This design comes from an exercise in tuning for small area, a short achievable clock period and few clock cycles on the open sky130 flow, not from production work.
Function was checked by simulation only, so behaviour that the tests miss may differ from the original.

**flow/flow/run.sh**
```bash
#!/bin/bash
# Layout flow: the standard ORFS flow (standard.sh, all steps), except
#  - the buffers buffer_ports puts on every input and output port are
#    sky130_fd_sc_hd__buf_1 cells;
#  - clock tree synthesis runs with the settings of config.mk and without
#    dummy loads.
# The make output goes to standard_flow.log; ORFS keeps each step's own log
# under orfs/logs/.
set -euo pipefail
cd "$(dirname "${BASH_SOURCE[0]}")/.."
export BUFFER_PORTS_ARGS="-buffer_cell sky130_fd_sc_hd__buf_1"
export CTS_ARGS="-sink_clustering_enable -repair_clock_nets -sink_clustering_size 22 -sink_clustering_max_diameter 120 -buf_list sky130_fd_sc_hd__clkbuf_16 -dont_use_dummy_load"
bash standard.sh > standard_flow.log 2>&1
```
**flow/standard.sh**
```bash
#!/bin/bash
# synth_recipe.tcl (not shown) runs the flow's synth.tcl, then flattens the netlist and writes it again
# the make line also repeats each setting of config.mk as NAME=value (left out here)
make -C /OpenROAD-flow-scripts/flow DESIGN_CONFIG=/design/flow/config.mk WORK_HOME=/design/flow/orfs CLKGATE_MAP_FILE= SYNTH_SCRIPT=/design/flow/synth_recipe.tcl "${@:-finish}"
```
**flow/constraint.sdc**
```tcl
create_clock -name core_clock -period 85.0 [get_ports {clk}]
set_input_delay 17.0000 -clock core_clock [delete_from_list [all_inputs] [get_ports {clk}]]
set_output_delay 17.0000 -clock core_clock [all_outputs]
set_load 0.01 [all_outputs]
```
**flow/design.v**
```verilog
module rc_add #(parameter N = 8) (
    input  wire [N-1:0] a,
    input  wire [N-1:0] b,
    input  wire         ci,
    output wire [N-1:0] s,
    output wire         co
);
    wire [N:0] c;
    assign c[0] = ci;
    genvar i;
    generate for (i = 0; i < N; i = i + 1) begin : g
        assign s[i]   = a[i] ^ b[i] ^ c[i];
        assign c[i+1] = (a[i] & b[i]) | (a[i] & c[i]) | (b[i] & c[i]);
    end endgenerate
    assign co = c[N];
endmodule
module rc_inc #(parameter N = 8) (
    input  wire [N-1:0] a,
    input  wire         ci,
    output wire [N-1:0] s,
    output wire         co
);
    wire [N:0] c;
    assign c[0] = ci;
    genvar i;
    generate for (i = 0; i < N; i = i + 1) begin : g
        assign s[i]   = a[i] ^ c[i];
        assign c[i+1] = a[i] & c[i];
    end endgenerate
    assign co = c[N];
endmodule
module rc_ge #(parameter N = 8) (
    input  wire [N-1:0] a,
    input  wire [N-1:0] b,
    output wire         ge
);
    wire [N:0] c;
    assign c[0] = 1'b1;
    genvar i;
    generate for (i = 0; i < N; i = i + 1) begin : g
        assign c[i+1] = (a[i] & ~b[i]) | (a[i] & c[i]) | (~b[i] & c[i]);
    end endgenerate
    assign ge = c[N];
endmodule
module mul_acc (
    input  wire [9:0]  a,
    input  wire [9:0]  b,
    input  wire [9:0]  c,
    output wire [16:0] y
);
    wire [16:0] acc [0:10];
    assign acc[0] = {7'd0, c};
    genvar i;
    generate for (i = 0; i < 10; i = i + 1) begin : row
        wire [16:0] pp = {7'd0, a & {10{b[i]}}} << i;
        wire        co;
        rc_add #(17) u_add (.a(acc[i]), .b(pp), .ci(1'b0), .s(acc[i+1]), .co(co));
    end endgenerate
    assign y = acc[10];
endmodule
module ControladorRedimensionamento #(
    parameter LARGURA_ORIG = 320,
    parameter ALTURA_ORIG  = 240,
    parameter MAX_LARGURA  = 640,
    parameter MAX_ALTURA   = 480
)(
    input  wire        clk,
    input  wire        rst,
    input  wire        start,
    input  wire [1:0]  algoritmo,
    input  wire [1:0]  zoom_select,
    input  wire [7:0]  pixel_in,
    input  wire [7:0]  red_pixel,
    input  wire [8:0]  janela_x_inicio,
    input  wire [7:0]  janela_y_inicio,
    input  wire [10:0] janela_largura,
    input  wire [9:0]  janela_altura,
    output reg  [16:0] rom_addr,
    output reg  [16:0] ram_addr,
    output reg  [7:0]  pixel_out,
    output reg         wren,
    output reg         done
);
    reg        st_r;
    reg [1:0]  p_alg, p_k;
    reg [8:0]  p_jx, p_w;
    reg [7:0]  p_jy, p_h;
    always @(posedge clk) begin
        p_alg <= algoritmo;
        p_k   <= zoom_select;
        p_w   <= janela_largura[8:0];
        p_h   <= janela_altura[7:0];
    end
    always @(posedge clk or posedge rst)
        if (rst) st_r <= 1'b0;
        else     st_r <= start;
    wire k2 = p_k[1];                  
    wire k1 = ~p_k[1] & p_k[0];        
    wire [10:0] lax = k2 ? {p_w, 2'b00} : k1 ? {1'b0, p_w, 1'b0} : {2'b00, p_w};
    wire [9:0]  lay = k2 ? {p_h, 2'b00} : k1 ? {1'b0, p_h, 1'b0} : {2'b00, p_h};
    wire        cropx = lax[10] | (lax[9] & (lax[8] | (lax[7] & (|lax[6:0]))));
    wire        cropy = lay[9] | ((&lay[8:5]) & (|lay[4:0]));
    wire [3:0]  uxm;
    wire [4:0]  uym;
    wire        nc0, nc2;
    rc_add #(4) u_uxm (.a(lax[10:7]), .b(4'b1011),  .ci(1'b0), .s(uxm), .co(nc0));
    rc_add #(5) u_uym (.a(lay[9:5]),  .b(5'b10001), .ci(1'b0), .s(uym), .co(nc2));
    wire [9:0]  offx = cropx ? {uxm, lax[6:1]} : 10'd0;
    wire [9:0]  lfx  = cropx ? 10'd640 : lax[9:0];
    wire [9:0]  offy = cropy ? {1'b0, uym, lay[4:1]} : 10'd0;
    wire [9:0]  lfy  = cropy ? 10'd480 : lay;
    localparam S_IDLE = 2'd0, S_NR = 2'd1, S_DRAIN = 2'd2, S_DA = 2'd3;
    reg [1:0] estado;
    wire in_da = (estado == S_DA);
    wire is_nr  = ~p_alg[0];           
    wire is_rep = ~p_alg[1];           
    wire is_avg = p_alg[1];            
    reg [9:0] a_xa, a_ya, a_xr, a_yr;
    reg       a_dxy, a_dj;
    reg [9:0] b_xa, b_ya, b_xr, b_yr;
    reg       b_dxy, b_dj;
    reg       a_nn, b_v;
    reg       fresh;                   
    wire [9:0] c_xa = a_xa;
    wire [9:0] c_ya = a_ya;
    wire [9:0] c_xr = a_xr;
    wire [9:0] c_yr = a_yr;
    wire       c_dxy = a_dxy;
    wire       c_dj = a_dj;
    wire       swap = (estado == S_IDLE) & st_r & is_nr & (a_nn == is_rep);
    wire       a_ld = (estado == S_IDLE) & (swap | fresh);    
    wire [9:0] xa_off, ya_off;
    wire       ge_x, ge_y, lim_x, lim_y;
    rc_add #(10) u_xoff (.a(c_xa), .b(~offx), .ci(1'b1), .s(xa_off), .co(ge_x));
    rc_add #(10) u_yoff (.a(c_ya), .b(~offy), .ci(1'b1), .s(ya_off), .co(ge_y));
    rc_ge  #(10) u_xlim (.a(xa_off), .b(lfx), .ge(lim_x));
    rc_ge  #(10) u_ylim (.a(ya_off), .b(lfy), .ge(lim_y));
    wire       s_dxy = ge_x & ~lim_x & ge_y & ~lim_y;    
    wire       s_dj  = c_dxy;
    wire [9:0] s_xr = c_dj ? xa_off : c_xr;
    wire [9:0] s_yr = c_dj ? ya_off : c_yr;
    reg [8:0] gX;
    reg [7:0] gY;
    reg [3:0] gJ;
    wire [8:0] gX1;
    wire [7:0] gY1;
    wire [3:0] gJ1;
    wire       gX1c, gY1c, nc6;
    rc_inc #(9) u_gx1 (.a(gX), .ci(1'b1), .s(gX1), .co(gX1c));
    rc_inc #(8) u_gy1 (.a(gY), .ci(1'b1), .s(gY1), .co(gY1c));
    rc_inc #(4) u_gj1 (.a(gJ), .ci(1'b1), .s(gJ1), .co(nc6));
    wire [1:0] smax   = k2 ? 2'd3 : {1'b0, k1};
    wire       i_last = (estado != S_IDLE) &
                        (is_rep ? (k2 ? (gJ == 4'd8) : (gJ == 4'd2)) : (gJ[1:0] == smax));
    wire       r_last = is_rep | (gJ[3:2] == smax);
    wire       x_last = (gX1 == p_w);
    wire       y_last = (gY1 == p_h);
    wire       g_last = i_last & x_last & r_last & y_last;
    wire [1:0] sy1 = gJ[3:2] + 2'd1;
    wire [3:0] nJ = ~i_last ? gJ1 :
                    is_rep  ? 4'd0 :
                    ~x_last ? {gJ[3:2], 2'b00} :        
                    r_last  ? 4'd0 :                    
                              {sy1, 2'b00};             
    wire [8:0] nX = i_last ? (x_last ? 9'd0 : gX1) : gX;
    wire [7:0] nY = (i_last & x_last & r_last) ? gY1 : gY;
    wire       j0 = (gJ == 4'd0);
    wire [3:0] jm1 = gJ - 4'd1;
    wire [1:0] ox = is_rep ? (j0 ? 2'd0 : (k2 ? (gJ[0] ? 2'd1 : 2'd3) : 2'd1)) : gJ[1:0];
    wire [1:0] oy = is_rep ? (j0 ? 2'd0 : (k2 ? jm1[2:1] : {1'b0, gJ[1]})) : gJ[3:2];
    wire [9:0] gXs = k2 ? {gX[7:0], 2'b00} : k1 ? {gX, 1'b0} : {1'b0, gX};
    wire [9:0] gYs = k2 ? {gY, 2'b00} : k1 ? {1'b0, gY, 1'b0} : {2'b00, gY};
    wire [9:0] ax = {gXs[9:2], gXs[1:0] | ox};
    wire [9:0] ay = {gYs[9:2], gYs[1:0] | oy};
    wire [8:0] xabs_l, yabs_l, tt_l, rh;
    wire       xabs_h, yabs_h, tt_h, nc7;
    rc_add #(9) u_xabs (.a(p_jx), .b(nX), .ci(1'b0), .s(xabs_l), .co(xabs_h));
    rc_add #(8) u_yabs (.a(p_jy), .b(nY), .ci(1'b0), .s(yabs_l[7:0]), .co(yabs_l[8]));
    wire [9:0] xabs = {xabs_h, xabs_l};
    wire [8:0] yabs = yabs_l;
    rc_add #(9) u_tt (.a(yabs), .b({5'd0, xabs[9:6]}), .ci(1'b0), .s(tt_l), .co(tt_h));
    rc_add #(9) u_rh (.a(yabs), .b({tt_h, tt_l[8:2]}), .ci(1'b0), .s(rh), .co(nc7));
    wire [16:0] rom_next = {rh, tt_l[1:0], xabs[5:0]};
    reg [16:0] dA;                     
    reg        dW;                     
    wire [7:0] rp  = p_jx[7:0];
    wire       t3l = p_jx[8];
    wire       t1e = p_jy[0];
    wire       t2e = p_jy[1];
    wire       t3e = p_jy[2];
    wire [11:0] acc   = rom_addr[11:0];
    wire        rdone = rom_addr[12];
    wire        t1v   = rom_addr[13];
    wire        t1l   = rom_addr[14];
    wire        t2v   = rom_addr[15];
    wire        t2l   = rom_addr[16];
    wire        t3v   = dW;
    wire [1:0] lX = gJ[1:0];
    wire [1:0] lY = gJ[3:2];
    wire       lx_last = ~is_avg | (k2 ? (lX == 2'd3) : (lX == 2'd1));
    wire       ly_last = ~is_avg | (k2 ? (lY == 2'd3) : (lY == 2'd1));
    wire [1:0]  sm  = is_avg ? (k2 ? 2'd3 : 2'd1) : 2'd0;
    wire [10:0] qx  = k2 ? {gX1[8:0], sm} : {1'b0, gX1[8:0], sm[0]};
    wire [10:0] qy  = k2 ? {1'b0, gY1c, gY1, sm} : {2'b00, gY1c, gY1, sm[0]};
    wire        bx_last, by_last;
    rc_ge #(11) u_bxl (.a(qx), .b({2'b00, p_w}), .ge(bx_last));
    rc_ge #(11) u_byl (.a(qy), .b({3'b000, p_h}), .ge(by_last));
    wire        w_ragged = k2 ? (|p_w[1:0]) : p_w[0];
    wire        w_hold   = t3e & ~is_avg & w_ragged;
    wire [16:0] wA1;
    wire        nc9;
    rc_inc #(17) u_wa1 (.a(dA), .ci(~w_hold), .s(wA1), .co(nc9));
    wire       r_lastb = lx_last & ly_last;
    wire       r_final = r_lastb & bx_last & by_last;
    wire [9:0] yrow = k2 ? {gY, lY} : {1'b0, gY, lY[0]};
    wire [9:0] xcol = k2 ? {gX[7:0], lX} : {gX[8:0], lX[0]};
    wire       slow   = p_h[7];
    wire       w_dec  = t3v & t3l;
    wire       r_ok   = ~rdone & ~(slow & (t1l | t2l));
    wire       w_lastop = rdone & ~t1v & ~t2v;
    wire [11:0] sum;
    wire        nc10;
    rc_add #(12) u_sum (.a(acc), .b({4'd0, rp & {8{t3v}}}), .ci(1'b0), .s(sum), .co(nc10));
    wire [7:0]  avg = k2 ? sum[11:4] : sum[9:2];
    wire [9:0] mul_a = in_da ? yrow : c_yr;
    wire [9:0] mul_c = in_da ? xcol : c_xr;
    wire [16:0] maddr;
    mul_acc u_mul (.a(mul_a), .b(lfx), .c(mul_c), .y(maddr));
    always @(posedge clk or posedge rst) begin
        if (rst) begin
            estado <= S_IDLE;
            done <= 1'b0;
            wren <= 1'b0;
            fresh <= 1'b1;
            a_nn <= 1'b0;
            b_v <= 1'b0;
        end else begin
            done <= 1'b0;
            case (estado)
                S_IDLE: begin
                    wren <= 1'b0;
                    fresh <= 1'b0;
                    if (swap) begin
                        a_nn <= ~a_nn;
                        b_v <= 1'b1;
                    end
                    if (st_r) begin
                        if (is_nr)
                            estado <= S_NR;
                        else if (p_k == 2'd0)
                            done <= 1'b1;           
                        else
                            estado <= S_DA;
                    end
                end
                S_NR: begin
                    wren <= dW;
                    if (g_last) estado <= S_DRAIN;
                end
                S_DRAIN: begin
                    wren <= dW;
                    done <= 1'b1;
                    estado <= S_IDLE;
                end
                S_DA: begin
                    wren <= w_dec;
                    if (w_dec & w_lastop) begin
                        done <= 1'b1;
                        estado <= S_IDLE;
                    end
                end
            endcase
        end
    end
    reg [11:0] acc_n;
    reg        rdone_n, t1v_n, t1l_n;
    always @* begin
        acc_n   = t3l ? 12'd0 : sum;
        rdone_n = rdone | (~w_dec & r_ok & r_final);
        t1v_n   = 1'b0;
        t1l_n   = 1'b0;
        if (!w_dec && r_ok) begin
            t1v_n = 1'b1;
            t1l_n = r_lastb;
        end
    end
    always @(posedge clk) begin
        if (swap) begin
            b_xa <= a_xa; b_ya <= a_ya; b_xr <= a_xr; b_yr <= a_yr;
            b_dxy <= a_dxy; b_dj <= a_dj;
        end
        if (a_ld) begin
            a_xa <= b_xa & {10{b_v}}; a_ya <= b_ya & {10{b_v}};
            a_xr <= b_xr & {10{b_v}}; a_yr <= b_yr & {10{b_v}};
            a_dxy <= b_dxy & b_v; a_dj <= b_dj & b_v;
        end else if (estado == S_NR) begin
            a_xa <= ax; a_ya <= ay;
            a_dxy <= s_dxy; a_dj <= s_dj;
            a_xr <= s_xr; a_yr <= s_yr;
        end
        ram_addr  <= (in_da & ~w_dec) ? maddr : dA;
        pixel_out <= in_da ? (is_avg ? avg : rp) : pixel_in;
        dW  <= 1'b0;
        p_jx <= janela_x_inicio;
        p_jy <= janela_y_inicio;
        rom_addr <= rom_next;
        case (estado)
            S_IDLE: begin
                gX <= 9'd0; gY <= 8'd0; gJ <= 4'd0;
                dA <= 17'd0;
                if (!is_nr) rom_addr <= 17'd0;
            end
            S_NR: begin
                gX <= nX; gY <= nY; gJ <= nJ;
                dA <= maddr;
                dW <= c_dj;
            end
            S_DA: begin
                rom_addr <= {t1l, t1v, t1l_n, t1v_n, rdone_n, acc_n};
                dW  <= t2v;
                p_jx <= {t2l, red_pixel};
                p_jy <= {p_jy[7:3], t2e, t1e, bx_last};
                if (w_dec) begin
                    dA <= wA1;
                end else if (r_ok) begin
                    if (!lx_last) gJ[1:0] <= lX + 2'd1;
                    else begin
                        gJ[1:0] <= 2'd0;
                        if (!ly_last) gJ[3:2] <= lY + 2'd1;
                        else begin
                            gJ[3:2] <= 2'd0;
                            if (bx_last) begin gX <= 9'd0; gY <= gY1; end
                            else gX <= gX1;
                        end
                    end
                end
            end
            default: ;
        endcase
    end
endmodule
```
**flow/config.mk**
```make
export PLATFORM = sky130hd
export DESIGN_NAME = ControladorRedimensionamento
export DESIGN_NICKNAME = ControladorRedimensionamento
export VERILOG_FILES = /design/flow/design.v
export SDC_FILE = /design/flow/constraint.sdc
export NUM_CORES = 4
export LEC_CHECK = 0
export ABC_AREA = 1
export CAP_MARGIN = 20
export CORE_MARGIN = 2
export CORE_UTILIZATION = 65
export CTS_BUF_LIST = sky130_fd_sc_hd__clkbuf_16
export CTS_CLUSTER_DIAMETER = 120
export CTS_CLUSTER_SIZE = 22
export SLEW_MARGIN = 20
```
==> run_results.csv <==
group,metric,value,unit
outcome,status,"timing/DRC/antenna clean",
place,portBuffers,100,
grt,grt_max_degree,53,
timing,setup_violations,0,
critical_path,cp_max_fo,2,
synth,synth-seq-cells,211,
floorplan,ioPinCount,105,
grt,grt_pass1_vias,11100,
cts,cts_tree,"built",
critical_path,crit_arrival,1.01,ns
floorplan,start_util,65.9,%
timing,worst_slew_pin_slew,1.05,ns
route,drt_wl_total,34800,um
grt,grt_pass1_wl,56900,um
timing,fin_ws,66.99,ns
floorplan,num_rows,54,
synth,synthesis.nets,1817,
cts,numCtsBuffers,13,
min_path,min_path_type,"register to register",
critical_path,cp-end-kind,"output pin",
grt,grt-ovfl-total,0,
synth,syn_avg_cell_area,9.20,um^2
finish,syn_to_final_growth,6.24,%
synth,async_reset_ff_share,3.79,%
finish,layout-drive-gt1-share,4.63,%
cts,cts_hold_buffers,0,
route,viasPerCell,5.77,
critical_path,critPathBufInv,1,
timing,rsz0062_at_grt,"no",
route,drcViolationCount,0,
route,drt_pass1_iterations,5,
synth,synth_warnings,3,
timing,fmax,55.5,MHz
cts,clockBufferDepth,3,
timing,tns,0,ns
synth,synth.distinct_cells,56,
route,vias,11000,
cts,cts_root_buf,"clkbuf_16",
timing,maxSlewHeadroom,29.7,%
critical_path,worst_path_max_delay_cell,"dfxtp_1",
timing,hold_ws,0.453,ns
critical_path,critical-path-max-stage-delay,0.37,ns
floorplan,dieArea,23200,um^2
floorplan,core_area,21700,um^2
grt,grtUsageTotal,30.8,%
finish,nets,1885,
critical_path,critPathRequiredTime,68.00,ns
route,postRouteAntennaNets,0,
place,place_congestion,0.938,
timing,period_share,21.2,%
timing,min_period,18.01,ns
place,place_hpwl,26600,um
finish,postLayoutCellArea,15200,um^2
timing,finalHoldViolCount,0,
floorplan,die_w,152,um
synth,synth_ff_type,"edfxtp_1",
route,wire_per_inst,18.3,um
finish,antennaDiodeCount,0,
cts,cts.sinks,211,
synth,synthCells,1554,
cts,clkLatencyLatePin,0.47,ns
finish,fin_util,70.0,%
grt,antenna_found_initial,0,
critical_path,reg2reg_setup_slack,70.47,ns
flow_run,max_cap_violations,0,
synth,synth_edf_count,127,
synth,seq_area_frac_synth,38.7,%
cts,cts_setup_buffers,0,
synth,syn_area,14300,um^2
critical_path,crit_family,"flip-flops",
timing,finClkSkew,0.0191,ns
critical_path,crit_type,"register to output pin",
place,place_inst,1887,
critical_path,critPathLaunchType,"register",
finish,final_cells,1900,
cts,htreeDepth,1,
timing,final_max_slew_viol_count,0,
floorplan,die_h,152,um
critical_path,path_cells,"buf_1",
cts,post_cts_resized,0,
place,placed_area,14900,um^2
place,place_ws,67.49,ns
cts,cts.clk_slew.worst_paths,0.09,ns
route,drt_iter0_markers,734,
## cells in the final DEF (no fill, tap or decap), types with 3 or more instances in the layout
cell       instances
nand4_1            4
edfxtp_1         127
a22o_1             8
or2_2              5
inv_1            195
o21ai_2            4
clkbuf_16         13
xor2_1            15
fa_1             133
dfxtp_1           75
nor2_1           173
nor3_1             7
o21ai_1           21
a31oi_1           11
o21ai_0          110
nand3_2            3
buf_4             16
xnor2_1           11
ha_1              68
a21oi_1           57
a22oi_1            3
dfrtp_1            7
inv_2             15
o22ai_1           33
nand2_1          315
nor2_4             3
o211ai_1           9
a221oi_1           3
buf_1            100
clkinv_1           3
nand3_1           35
## state kept, by name, indices dropped and copies added (netlist names), 4 cells and up
| name | cells |
|---|---|
| p_jx | 9 |
| a_ya | 10 |
| a_yr | 10 |
| a_xr | 10 |
| p_h | 8 |
| b_yr | 10 |
| dA | 17 |
| pixel_out | 8 |
| ram_addr | 17 |
| gJ | 4 |
| b_ya | 10 |
| a_xa | 10 |
| gX | 9 |
| gY | 8 |
| p_w | 9 |
| b_xr | 10 |
| rom_addr | 17 |
| b_xa | 10 |
| p_jy | 8 |
## layout make-up
| cell class | count | area [um^2] |
|---|---|---|
| repair buffers | 116 | 495 |
| clock buffers | 13 | 325 |
| inverters | 213 | 800 |
| fillers | 1787 | 6500 |
| flip-flops and latches | 211 | 5540 |
| multi-input cells | 1067 | 7680 |
| well taps | 280 | 350 |
## worst paths after layout
check | from | depth (start not counted) | endpoint
worst max-delay path | rom_addr[11]$_DFF_P_ | 1 | rom_addr[11]
worst min-delay path | a_xr[9]$_DFFE_PP_ | 0 | b_xr[9]$_DFFE_PP_
worst min register to register | a_xr[9]$_DFFE_PP_ | 0 | b_xr[9]$_DFFE_PP_
min in group asynchronous | rst | 2 | b_v$_DFFE_PP0P_
max in group asynchronous | rst | 2 | fresh$_DFFE_PP1P_
worst max register to register | estado[0]$_DFFE_PP0P_ | 33 | dA[16]$_DFFE_PP_
## cell families after synthesis
| group | count (synthesis) | synth area share [%] |
|---|---|---|
| simple gates | 557 | 15.7 |
| compound gates | 280 | 11.4 |
| buf+inv | 276 | 7.75 |
| flops | 211 | 38.7 |
| fa+ha+maj | 204 | 24.8 |
| xor+xnor | 26 | 1.59 |
## cells in the mapped netlist (4+ instances only)
cell type | number | area share, %
buf_4 | 12 | 0.63
o22ai_1 | 33 | 1.4
or2_2 | 5 | 0.22
nand3_1 | 35 | 1.2
o211ai_1 | 9 | 0.47
nor2_1 | 174 | 4.6
o21ai_0 | 111 | 3.9
xnor2_1 | 11 | 0.67
clkbuf_1 | 36 | 0.95
buf_2 | 9 | 0.32
buf_1 | 4 | 0.11
dfxtp_1 | 76 | 11
a22o_1 | 8 | 0.49
edfxtp_1 | 127 | 27
inv_2 | 15 | 0.39
nor3_1 | 7 | 0.25
o21ai_2 | 4 | 0.25
a31oi_1 | 11 | 0.48
o21ai_1 | 21 | 0.74
dfrtp_1 | 7 | 1.2
xor2_1 | 15 | 0.92
inv_1 | 195 | 5.1
nand2_1 | 315 | 8.3
nand4_1 | 4 | 0.18
fa_1 | 133 | 19
ha_1 | 69 | 6.0
a21oi_1 | 58 | 2.0
## routing by layer
layer	vias up	global-route usage, %	wire (um)	share of wire (%)
li1	5184	-	-	-
met1	5273	42.7	14900	43
met2	443	53.0	16900	49
met3	57	2.53	2240	6.4
met4	0	8.50	787	2.3
met5	-	0	0	0
Testbench counts, summed over its fixed seeds: cycles 327,894.

[static timing again, ports no longer ideal]
In the flow no input, the clock included, has a driving cell. The finished layout below was timed again as built, in two steps.
Step 1 sets driving cells, clkbuf_16 on the clock port and buf_2 on the other inputs (assumed; they add their load-dependent delay and slew).
Step 2 also shifts input and output timing later by t, the mid clock arrival at the registers, as if the neighbouring blocks saw the same clock.
Three values: ideal ports, drivers, drivers and shift; two values: the first two.
t (ns): 0.510
slack for setup (ns): 66.995 / 66.945 / 67.455
pins driven straight from the clock port: 1
After both steps setup and hold are still met in this run. For this run, drivers alone change the setup slack by -0.050 ns; drivers and shift together by +0.460 ns.
